Context: an optimization exercise on an open-source flow, tuned for small area. The choices shown serve that exercise and are no tape-out recipe. Function was checked by simulation only, so behaviour that the tests miss may differ from the original. Power is estimated from default activity; no workload was simulated.

== before ==
==> flow/design.v <==
module t11_cpu(
  input         clk,
  input         reset,
  output [15:0] addr,
  input  [15:0] din,
  output [15:0] dout,
  output        wr_n
);
localparam F0 = 5'd0;   
localparam F1 = 5'd1;   
localparam F2 = 5'd2;   
localparam J0 = 5'd3;   
localparam N2 = 5'd4;   
localparam B0 = 5'd5;   
localparam B1 = 5'd6;
localparam B2 = 5'd7;
localparam B3 = 5'd8;   
localparam B4 = 5'd9;
localparam B5 = 5'd10;  
localparam PS = 5'd11;  
localparam D1 = 5'd12;  
localparam PD = 5'd13;  
localparam S0 = 5'd16;
localparam T0 = 5'd20;
reg [127:0] RF;         
reg [15:0]  W1, IR, DI;
reg         Z;
reg [4:0]   st;
wire       i6 = IR[15];
wire [2:0] i5 = IR[14:12];
wire [2:0] i4 = IR[11:9];
wire [2:0] i3 = IR[8:6];
wire [2:0] i2 = IR[5:3];
wire [2:0] i1 = IR[2:0];
wire rt   = st[4];
wire dst  = st[2];
wire [1:0] step = st[1:0];
wire src  = rt & ~dst;
wire dstr = rt & dst;
wire [2:0] smode = i5 == 3'd0 ? i2 : i5 == 3'd1 ? i4 : {i5[1:0], 1'b0};
wire [2:0] mode  = dst ? i2 : smode;
wire m0   = mode == 3'd0;
wire m1   = mode == 3'd1;
wire m24  = mode == 3'd2 || mode == 3'd4;    
wire m35  = mode == 3'd3 || mode == 3'd5;    
wire mdec = mode[2];                          
wire m67  = mode[2] & mode[1];
wire s_addr_r  = (st == F0) | (rt & step == 2'd0 & ~m0 & ~m67);
wire s_addr_di = rt & step == 2'd1 & m35;
wire s_wr      = dstr & ((step == 2'd0 & (m1 | m24)) | (step == 2'd1 & m35));
wire s_w1_rd   = src & step == 2'd0 & m0;                        
wire s_w1_di   = src & ((step == 2'd1 & (m1 | m24)) | (step == 2'd2 & m35));
wire s_incdec  = rt & ((step == {~dst, dst} & m24) | (step == {1'b1, ~dst} & m35));
wire s_t0      = dstr & step == 2'd0 & m0;                       
wire last      = rt & (m0 | m67 & step == 2'd0 | s_incdec | (m1 & step == {1'b0, ~dst}));
wire use_pc = (st == F0) | (st == F2) | (st == B5);
wire [2:0] ridx = ~rt ? 3'd7 : (dst | i5 == 3'd0) ? i1 : i3;
wire sel_w1 = (st == D1) | s_t0;
wire sel_di = s_addr_di | s_w1_di;
wire sel_rf = use_pc | s_addr_r | s_w1_rd | s_incdec;
wire sel_ps = reset & (st == J0);
reg [15:0] pc_rst;
always @(*)
  case (din[15:13])
    3'd0: pc_rst = 16'hc004;
    3'd1: pc_rst = 16'h8004;
    3'd2: pc_rst = 16'h4004;
    3'd3: pc_rst = 16'h2004;
    3'd4: pc_rst = 16'h1004;
    3'd5: pc_rst = 16'h0004;
    3'd6: pc_rst = 16'hf604;
    default: pc_rst = 16'hf404;
  endcase
reg [15:0] X;
integer k;
always @(*) begin
  X = ({16{sel_w1}} & W1) | ({16{sel_di}} & DI) | ({16{sel_ps}} & pc_rst);
  for (k = 0; k < 8; k = k + 1)
    X = X | ({16{sel_rf && ridx == k}} & RF[k*16 +: 16]);
end
wire w2 = ~i6 | (i1[2:1] == 2'b11);
wire sub = (s_incdec & mdec) | (st == D1) | (st == B5) | (st == B4);
wire [4:0] K = (st == B5) ? {IR[3:0], 1'b0} :
               (st == F2 | s_incdec) ? {3'b000, w2, ~w2} :
               (st == D1 | st == B4) ? 5'd1 : 5'd0;
wire [15:0] Kx = {11'd0, K} ^ {16{sub}};
reg [15:0] ALU;
reg [16:0] c;
integer b;
always @(*) begin
  c[0] = sub;
  for (b = 0; b < 16; b = b + 1) begin
    ALU[b] = X[b] ^ Kx[b] ^ c[b];
    c[b+1] = (X[b] & Kx[b]) | (c[b] & (X[b] ^ Kx[b]));
    if (b == 8)
      c[9] = sub ? (c[5] | (|X[8:5])) : (c[5] & (&X[8:5]));
    if (b == 12)
      c[13] = sub ? (c[9] | (|X[12:9])) : (c[9] & (&X[12:9]));
  end
end
assign addr = (s_addr_r | s_addr_di) ? X : 16'd0;
assign dout = W1;
assign wr_n = ~s_wr;
wire rf_we = ~reset & ((st == F2) | (st == B5) | s_incdec | s_t0);
wire [2:0] widx = use_pc ? 3'd7 : src ? i3 : i1;
integer r;
always @(posedge clk) begin
  for (r = 0; r < 8; r = r + 1) begin
    if ((rf_we && widx == r) || (reset && r == 7)) begin
      RF[r*16 +: 8] <= ALU[7:0];
      if (!i6 || reset) RF[r*16+8 +: 8] <= ALU[15:8];
    end
  end
end
wire w1_we = ~reset & (s_w1_rd | s_w1_di | (st == D1) | (st == B1) | (st == B4));
always @(posedge clk) begin
  if (w1_we) W1[7:0] <= ALU[7:0];
  if (w1_we & ~i6) W1[15:8] <= ALU[15:8];
end
always @(posedge clk) begin
  DI <= din;
  if (st == F1) IR[7:0] <= DI[7:0];
  if (st == F1 && !i6) IR[14:8] <= DI[14:8];
  if (reset) IR[15] <= 1'b0;
  else if (st == F1 && !i6) IR[15] <= DI[15];
end
always @(posedge clk) begin
  if (st == D1) Z <= W1 == 16'd1;    
  else if (st == B3) Z <= IR[3:0] == 4'd0 && (~i6 || W1[14:8] == 7'd0);
end
reg [4:0] nst;
always @(*) begin
  case (st)
    F0: nst = F1;
    F1: nst = F2;
    F2: nst = i5 == 3'd0 ? (i4 == 3'd0 ? F0 : i4 == 3'd1 ? B0 : i4 == 3'd5 ? PS : J0) :
              i5 == 3'd1 ? PS :
              (i5 == 3'd4 || i5 == 3'd5 || i5 == 3'd6) ? S0 : J0;
    N2: nst = J0;
    B0: nst = Z ? N2 : B1;
    B1: nst = B2;
    B2: nst = B3;
    B3: nst = B4;
    B4: nst = B5;
    B5: nst = J0;
    PS: nst = S0;
    D1: nst = PD;
    PD: nst = T0;
    default:
      if (rt) begin
        if (m67 && step == 2'd0) nst = F0;
        else if (last) nst = dst ? (i5 == 3'd1 ? N2 : J0) :
                                   (i5 == 3'd1 ? PD : i5 == 3'd0 ? D1 : J0);
        else nst = st + 5'd1;
      end else nst = F0;    
  endcase
end
always @(posedge clk)
  if (reset) st <= J0;
  else st <= nst;
endmodule
==> flow/config.mk <==
export PLATFORM = sky130hd
export DESIGN_NAME = t11_cpu
export DESIGN_NICKNAME = t11_cpu
export VERILOG_FILES = /design/flow/design.v
export SDC_FILE = /design/flow/constraint.sdc
export NUM_CORES = 4
export LEC_CHECK = 0
export ABC_AREA = 1
export CAP_MARGIN = 20
export CORE_MARGIN = 2
export CORE_UTILIZATION = 40
export GPL_TIMING_DRIVEN = 0
export SLEW_MARGIN = 20
==> flow/constraint.sdc <==
create_clock -name core_clock -period 11.0 [get_ports {clk}]
set_input_delay 2.2000 -clock core_clock [delete_from_list [all_inputs] [get_ports {clk}]]
set_output_delay 2.2000 -clock core_clock [all_outputs]
set_load 0.01 [all_outputs]
standard.sh (not shown) runs the stock make flow with config.mk's settings and CLKGATE_MAP_FILE= SYNTH_SCRIPT=/design/flow/synth_recipe.tcl, a recipe that flattens the netlist after the stock synthesis.
==> flow/flow/run.sh <==
#!/bin/bash
# The standard layout (standard.sh) with three changes:
#  - synthesis maps the logic with ABC's area-oriented mapper (flow/abc_area.script,
#    used through ABC_AREA=1 from a copy of the ORFS scripts folder); the synthesis
#    script itself and every register it makes are unchanged;
#  - ports are buffered with the smallest buffer (buf_1);
#  - CTS builds its tree from clkbuf_8 and adds no dummy loads.
set -e
cp standard.sh standard_sh_copy.log
rm -rf scripts_abc_area
cp -r "$FLOW_HOME/scripts" scripts_abc_area
cp flow/abc_area.script scripts_abc_area/abc_area.script
SCRIPTS_DIR="$PWD/scripts_abc_area" bash standard.sh synth > standard_synth.log 2>&1
export BUFFER_PORTS_ARGS="-buffer_cell sky130_fd_sc_hd__buf_1"
export CTS_ARGS="-sink_clustering_enable -repair_clock_nets -dont_use_dummy_load -buf_list sky130_fd_sc_hd__clkbuf_8"
bash standard.sh > standard_finish.log 2>&1
==> flow/flow/abc_area.script <==
strash; dch -f; amap; topo; stime -c
Edits applied to the flow inputs when going from before to after:
-- flow/design.v --
<<< before, line 86
wire [15:0] Kx = {11'd0, K} ^ {16{sub}};
reg [15:0] ALU;
reg [16:0] c;
integer b;
always @(*) begin
  c[0] = sub;
  for (b = 0; b < 16; b = b + 1) begin
    ALU[b] = X[b] ^ Kx[b] ^ c[b];
    c[b+1] = (X[b] & Kx[b]) | (c[b] & (X[b] ^ Kx[b]));
    if (b == 8)
      c[9] = sub ? (c[5] | (|X[8:5])) : (c[5] & (&X[8:5]));
    if (b == 12)
      c[13] = sub ? (c[9] | (|X[12:9])) : (c[9] & (&X[12:9]));
  end
end
>>> after, line 86
wire [15:0] Kx = {11'd0, K} ^ {16{sub}};
reg [15:0] ALU;
reg c;
integer b;
always @(*) begin
  c = sub;
  for (b = 0; b < 16; b = b + 1) begin
    ALU[b] = X[b] ^ Kx[b] ^ c;
    c = (X[b] & Kx[b]) | (c & (X[b] ^ Kx[b]));
  end
end
Results
after did not stop at any stage, and its layout met the timing, design-rule and antenna checks. Summary of after over before: least setup slack across all paths after layout decreased by 1.23 ns relative to the old numbers, final wirelength decreased by about 4% relative to the old numbers. Per the comparison of after with before, power after layout grew by 0.80%, end-of-flow core utilization now sits higher, per-cell via count in the routed design dropped 0.068.

## afterwards: timing with drivers on the ports
In the flow no input, the clock included, has a driving cell. The finished layouts below were timed again as built, in two steps.
Step 1 assumes that a clkbuf_16 drives the clock port and a buf_2 every other input.
Step 2 adds t to the input delays and takes it off the output delays; t is the mean of the earliest and latest rising clock arrival at the registers after step 1. Input paths then give back, and output paths get back, about the clock's delay inside the block.
a / b / c = no drivers / after step 1 / after step 2; a / b = the first two.
| run | t, ns | setup WS [ns] | latest minus earliest clock arrival (ns) | worst data-port slew with drivers (ns) |
|---|---|---|---|---|
| before | 0.493 | 1.607 / 1.607 / 1.607 | 0.035 / 0.035 | 0.03 |
| after | 0.485 | 0.377 / 0.377 / 0.377 | 0.038 / 0.038 | 0.03 |
After both steps every run listed still meets setup and hold.
